Context: an optimization exercise on an open-source flow, tuned for small area, a short achievable clock period and few clock cycles per item. The choices shown serve that exercise and are no tape-out recipe. Power and IR drop assume default switching activity.

the baseline:
==> flow/design.v <==
module SystolicArrayAxiWrapper(
    input axi_clk,
    input axi_rst_n,
    input s_axis_valid,
    input [47:0] s_axis_data,
    output s_axis_ready,
    output m_axis_valid,
    output [143:0] m_axis_data,
    input m_axis_ready
);
logic ovalid;    
logic [15:0] acc [0:8];
logic [1:0]  beat_in;   
logic        v1;        
logic        first, last;    
logic [47:0] d;
wire stall = first && ovalid && !m_axis_ready;
wire go = v1 && !stall;
assign s_axis_ready = !(v1 && stall);
assign m_axis_valid = ovalid;
wire fire = s_axis_valid && s_axis_ready;
always_ff @(posedge axi_clk) begin
    if (!axi_rst_n) begin
        beat_in <= 2'd0;
        v1 <= 1'b0;
        ovalid <= 1'b0;
    end else begin
        if (fire) beat_in <= (beat_in == 2'd2) ? 2'd0 : beat_in + 2'd1;
        if (s_axis_ready) v1 <= s_axis_valid;
        if (go && last) ovalid <= 1'b1;
        else if (m_axis_ready) ovalid <= 1'b0;
    end
end
always_ff @(posedge axi_clk) begin
    if (s_axis_ready) begin
        d <= s_axis_data;
        first <= (beat_in == 2'd0);
        last <= (beat_in == 2'd2);
    end
end
logic [3:0] one [0:2], two [0:2], neg [0:2];
genvar j, r;
generate
    for (j = 0; j < 3; j++) begin : g_enc
        wire [8:0] b = {d[24 + 8*j +: 8], 1'b0};
        for (r = 0; r < 4; r++) begin : g_dig
            assign one[j][r] = go & (b[2*r+1] ^ b[2*r]);
            assign two[j][r] = go & ((b[2*r+2] & ~b[2*r+1] & ~b[2*r]) | (~b[2*r+2] & b[2*r+1] & b[2*r]));
            assign neg[j][r] = go & b[2*r+2];
        end
    end
endgenerate
wire clr = go && first;
genvar i, jj;
generate
    for (i = 0; i < 3; i++) begin : g_row
        for (jj = 0; jj < 3; jj++) begin : g_col
            wire [15:0] sum;
            wire [15:0] start = clr ? 16'h0100 : acc[3*i+jj];
            Mac u_mac (.a(d[8*i +: 8]), .one(one[jj]), .two(two[jj]), .neg(neg[jj]), .act(go), .acc(start), .sum(sum));
            always_ff @(posedge axi_clk) acc[3*i+jj] <= sum;
            assign m_axis_data[16*(3*i+jj) +: 16] = acc[3*i+jj];
        end
    end
endgenerate
endmodule
module Mac(
    input [7:0] a,
    input [3:0] one, two, neg,
    input act,
    input [15:0] acc,
    output [15:0] sum
);
    wire p0 = (one[0] & a[0]) ^ neg[0];
    wire p1 = ((one[0] & a[1]) | (two[0] & a[0])) ^ neg[0];
    wire p2 = ((one[0] & a[2]) | (two[0] & a[1])) ^ neg[0];
    wire p3 = ((one[0] & a[3]) | (two[0] & a[2])) ^ neg[0];
    wire p4 = ((one[0] & a[4]) | (two[0] & a[3])) ^ neg[0];
    wire p5 = ((one[0] & a[5]) | (two[0] & a[4])) ^ neg[0];
    wire p6 = ((one[0] & a[6]) | (two[0] & a[5])) ^ neg[0];
    wire p7 = ((one[0] & a[7]) | (two[0] & a[6])) ^ neg[0];
    wire p8 = ((one[0] & a[7]) | (two[0] & a[7])) ^ neg[0];
    wire p9 = ~p8 & act;
    wire p10 = (one[1] & a[0]) ^ neg[1];
    wire p11 = ((one[1] & a[1]) | (two[1] & a[0])) ^ neg[1];
    wire p12 = ((one[1] & a[2]) | (two[1] & a[1])) ^ neg[1];
    wire p13 = ((one[1] & a[3]) | (two[1] & a[2])) ^ neg[1];
    wire p14 = ((one[1] & a[4]) | (two[1] & a[3])) ^ neg[1];
    wire p15 = ((one[1] & a[5]) | (two[1] & a[4])) ^ neg[1];
    wire p16 = ((one[1] & a[6]) | (two[1] & a[5])) ^ neg[1];
    wire p17 = ((one[1] & a[7]) | (two[1] & a[6])) ^ neg[1];
    wire p18 = ((one[1] & a[7]) | (two[1] & a[7])) ^ neg[1];
    wire p19 = ~p18 & act;
    wire p20 = (one[2] & a[0]) ^ neg[2];
    wire p21 = ((one[2] & a[1]) | (two[2] & a[0])) ^ neg[2];
    wire p22 = ((one[2] & a[2]) | (two[2] & a[1])) ^ neg[2];
    wire p23 = ((one[2] & a[3]) | (two[2] & a[2])) ^ neg[2];
    wire p24 = ((one[2] & a[4]) | (two[2] & a[3])) ^ neg[2];
    wire p25 = ((one[2] & a[5]) | (two[2] & a[4])) ^ neg[2];
    wire p26 = ((one[2] & a[6]) | (two[2] & a[5])) ^ neg[2];
    wire p27 = ((one[2] & a[7]) | (two[2] & a[6])) ^ neg[2];
    wire p28 = ((one[2] & a[7]) | (two[2] & a[7])) ^ neg[2];
    wire p29 = ~p28 & act;
    wire p30 = (one[3] & a[0]) ^ neg[3];
    wire p31 = ((one[3] & a[1]) | (two[3] & a[0])) ^ neg[3];
    wire p32 = ((one[3] & a[2]) | (two[3] & a[1])) ^ neg[3];
    wire p33 = ((one[3] & a[3]) | (two[3] & a[2])) ^ neg[3];
    wire p34 = ((one[3] & a[4]) | (two[3] & a[3])) ^ neg[3];
    wire p35 = ((one[3] & a[5]) | (two[3] & a[4])) ^ neg[3];
    wire p36 = ((one[3] & a[6]) | (two[3] & a[5])) ^ neg[3];
    wire p37 = ((one[3] & a[7]) | (two[3] & a[6])) ^ neg[3];
    wire p38 = ((one[3] & a[7]) | (two[3] & a[7])) ^ neg[3];
    wire p39 = ~p38 & act;
    wire s40 = neg[0] ^ acc[0] ^ p0;
    wire c41 = (neg[0] & acc[0]) | (neg[0] & p0) | (acc[0] & p0);
    wire s42 = acc[1] ^ p1 ^ c41;
    wire c43 = (acc[1] & p1) | (acc[1] & c41) | (p1 & c41);
    wire s44 = neg[1] ^ acc[2] ^ p10;
    wire c45 = (neg[1] & acc[2]) | (neg[1] & p10) | (acc[2] & p10);
    wire s46 = p2 ^ s44 ^ c43;
    wire c47 = (p2 & s44) | (p2 & c43) | (s44 & c43);
    wire s48 = acc[3] ^ p11 ^ p3;
    wire c49 = (acc[3] & p11) | (acc[3] & p3) | (p11 & p3);
    wire s50 = c45 ^ s48 ^ c47;
    wire c51 = (c45 & s48) | (c45 & c47) | (s48 & c47);
    wire s52 = neg[2] ^ acc[4] ^ p12;
    wire c53 = (neg[2] & acc[4]) | (neg[2] & p12) | (acc[4] & p12);
    wire s54 = p20 ^ p4 ^ c49;
    wire c55 = (p20 & p4) | (p20 & c49) | (p4 & c49);
    wire s56 = s52 ^ s54 ^ c51;
    wire c57 = (s52 & s54) | (s52 & c51) | (s54 & c51);
    wire s58 = acc[5] ^ p13 ^ p21;
    wire c59 = (acc[5] & p13) | (acc[5] & p21) | (p13 & p21);
    wire s60 = p5 ^ c53 ^ s58;
    wire c61 = (p5 & c53) | (p5 & s58) | (c53 & s58);
    wire s62 = c55 ^ s60 ^ c57;
    wire c63 = (c55 & s60) | (c55 & c57) | (s60 & c57);
    wire s64 = neg[3] ^ acc[6] ^ p14;
    wire c65 = (neg[3] & acc[6]) | (neg[3] & p14) | (acc[6] & p14);
    wire s66 = p22 ^ p30 ^ p6;
    wire c67 = (p22 & p30) | (p22 & p6) | (p30 & p6);
    wire s68 = c59 ^ s64 ^ s66;
    wire c69 = (c59 & s64) | (c59 & s66) | (s64 & s66);
    wire s70 = c61 ^ s68 ^ c63;
    wire c71 = (c61 & s68) | (c61 & c63) | (s68 & c63);
    wire s72 = acc[7] ^ p15 ^ p23;
    wire c73 = (acc[7] & p15) | (acc[7] & p23) | (p15 & p23);
    wire s74 = p31 ^ p7 ^ c65;
    wire c75 = (p31 & p7) | (p31 & c65) | (p7 & c65);
    wire s76 = c67 ^ s72 ^ c69;
    wire c77 = (c67 & s72) | (c67 & c69) | (s72 & c69);
    wire s78 = s74 ^ s76 ^ c71;
    wire c79 = (s74 & s76) | (s74 & c71) | (s76 & c71);
    wire s80 = acc[8] ^ p16 ^ p24;
    wire c81 = (acc[8] & p16) | (acc[8] & p24) | (p16 & p24);
    wire s82 = p32 ^ p9 ^ c73;
    wire c83 = (p32 & p9) | (p32 & c73) | (p9 & c73);
    wire s84 = s80 ^ c75 ^ s82;
    wire c85 = (s80 & c75) | (s80 & s82) | (c75 & s82);
    wire s86 = c77 ^ s84 ^ c79;
    wire c87 = (c77 & s84) | (c77 & c79) | (s84 & c79);
    wire s88 = acc[9] ^ p17 ^ p25;
    wire c89 = (acc[9] & p17) | (acc[9] & p25) | (p17 & p25);
    wire s90 = p33 ^ c81 ^ s88;
    wire c91 = (p33 & c81) | (p33 & s88) | (c81 & s88);
    wire s92 = c83 ^ s90 ^ c85;
    wire c93 = (c83 & s90) | (c83 & c85) | (s90 & c85);
    wire s94 = acc[10] ^ p19 ^ p26;
    wire c95 = (acc[10] & p19) | (acc[10] & p26) | (p19 & p26);
    wire s96 = p34 ^ c89 ^ s94;
    wire c97 = (p34 & c89) | (p34 & s94) | (c89 & s94);
    wire s98 = c91 ^ s96 ^ c93;
    wire c99 = (c91 & s96) | (c91 & c93) | (s96 & c93);
    wire s100 = acc[11] ^ p27 ^ p35;
    wire c101 = (acc[11] & p27) | (acc[11] & p35) | (p27 & p35);
    wire s102 = c95 ^ s100 ^ c97;
    wire c103 = (c95 & s100) | (c95 & c97) | (s100 & c97);
    wire s104 = acc[12] ^ p29 ^ p36;
    wire c105 = (acc[12] & p29) | (acc[12] & p36) | (p29 & p36);
    wire s106 = c101 ^ s104 ^ c103;
    wire c107 = (c101 & s104) | (c101 & c103) | (s104 & c103);
    wire s108 = acc[13] ^ p37 ^ c105;
    wire c109 = (acc[13] & p37) | (acc[13] & c105) | (p37 & c105);
    wire s110 = acc[14] ^ p39 ^ c109;
    wire c111 = (acc[14] & p39) | (acc[14] & c109) | (p39 & c109);
    wire [15:0] rx = {acc[15], s110, s108, s106, s102, s98, s92, s86, s78, s70, s62, s56, s50, s46, s42, s40};
    wire [15:0] ry = {c111, 1'b0, c107, 1'b0, c99, 1'b0, c87, 1'b0, 1'b0, 1'b0, 1'b0, 1'b0, 1'b0, 1'b0, 1'b0, 1'b0};
    assign sum = rx + ry;
endmodule
Settings: LEC_CHECK=0, CAP_MARGIN=20, CORE_MARGIN=2, CORE_UTILIZATION=40, SLEW_MARGIN=20; clock period 6.5 ns.
run.sh (not shown) runs the stock make flow with config.mk's settings and CLKGATE_MAP_FILE= SYNTH_SCRIPT=/design/flow/synth_recipe.tcl, a recipe that flattens the netlist after the stock synthesis.
### the baseline -> the candidate
--- a/flow/design.v
+++ b/flow/design.v
@@ -10,32 +10,21 @@
 );
 logic ovalid;    
 logic [15:0] acc [0:8];
-logic [1:0]  beat_in;   
-logic        v1;        
-logic        first, last;    
-logic [47:0] d;
-wire stall = first && ovalid && !m_axis_ready;
-wire go = v1 && !stall;
-assign s_axis_ready = !(v1 && stall);
+logic [1:0] beat;    
+assign s_axis_ready = !ovalid || m_axis_ready;
 assign m_axis_valid = ovalid;
-wire fire = s_axis_valid && s_axis_ready;
+wire go = s_axis_valid && s_axis_ready;
+wire first = (beat == 2'd0);
+wire last = (beat == 2'd2);
+wire [47:0] d = s_axis_data;
 always_ff @(posedge axi_clk) begin
     if (!axi_rst_n) begin
-        beat_in <= 2'd0;
-        v1 <= 1'b0;
+        beat <= 2'd0;
         ovalid <= 1'b0;
     end else begin
-        if (fire) beat_in <= (beat_in == 2'd2) ? 2'd0 : beat_in + 2'd1;
-        if (s_axis_ready) v1 <= s_axis_valid;
+        if (go) beat <= last ? 2'd0 : beat + 2'd1;
         if (go && last) ovalid <= 1'b1;
         else if (m_axis_ready) ovalid <= 1'b0;
-    end
-end
-always_ff @(posedge axi_clk) begin
-    if (s_axis_ready) begin
-        d <= s_axis_data;
-        first <= (beat_in == 2'd0);
-        last <= (beat_in == 2'd2);
     end
 end
 logic [3:0] one [0:2], two [0:2], neg [0:2];
Findings:
- On clock share of power: between the baseline and the candidate, it ends up lower for the candidate.
- Compared with the baseline, in the candidate area growth from synthesis to final layout shows an increase of 5.4 points, fraction of area in registers shows a reduction of 5.1 points, die area saw a decrease.
- Going from the baseline to the candidate, setup TNS did not really move, detailed-route via count went down, count of filler cells inserted in the layout went down, total power went up.
No run of this note included a check of the RTL's function; only the layout flow was run.

-- static timing again, ports no longer ideal --
In the flow no input, the clock included, has a driving cell. The finished layouts below were timed again as built, in two steps.
Step 1, drivers: a clkbuf_16 drives axi_clk and a buf_2 each remaining input, both assumed.
Step 2 also shifts input and output timing later by t, the mid clock arrival at the registers, as if the neighbouring blocks saw the same clock.
a / b / c = ideal ports / drivers / drivers and shift; a / b = the first two.
run | t (ns) | slack for setup (ns) | worst hold slack (ns) | worst setup path after step 2
the baseline | 0.579 | 0.172 / 0.211 / -0.368 | 0.501 / 0.501 / 0.501 | input to register
the candidate | 0.565 | 0.195 / 0.224 / -0.340 | 0.505 / 0.505 / 0.505 | input to register
With both steps, setup timing fails in the baseline and the candidate, where it was met with ideal ports. For the baseline, which loses most, drivers alone change the setup slack by +0.039 ns; drivers and shift together by -0.540 ns.
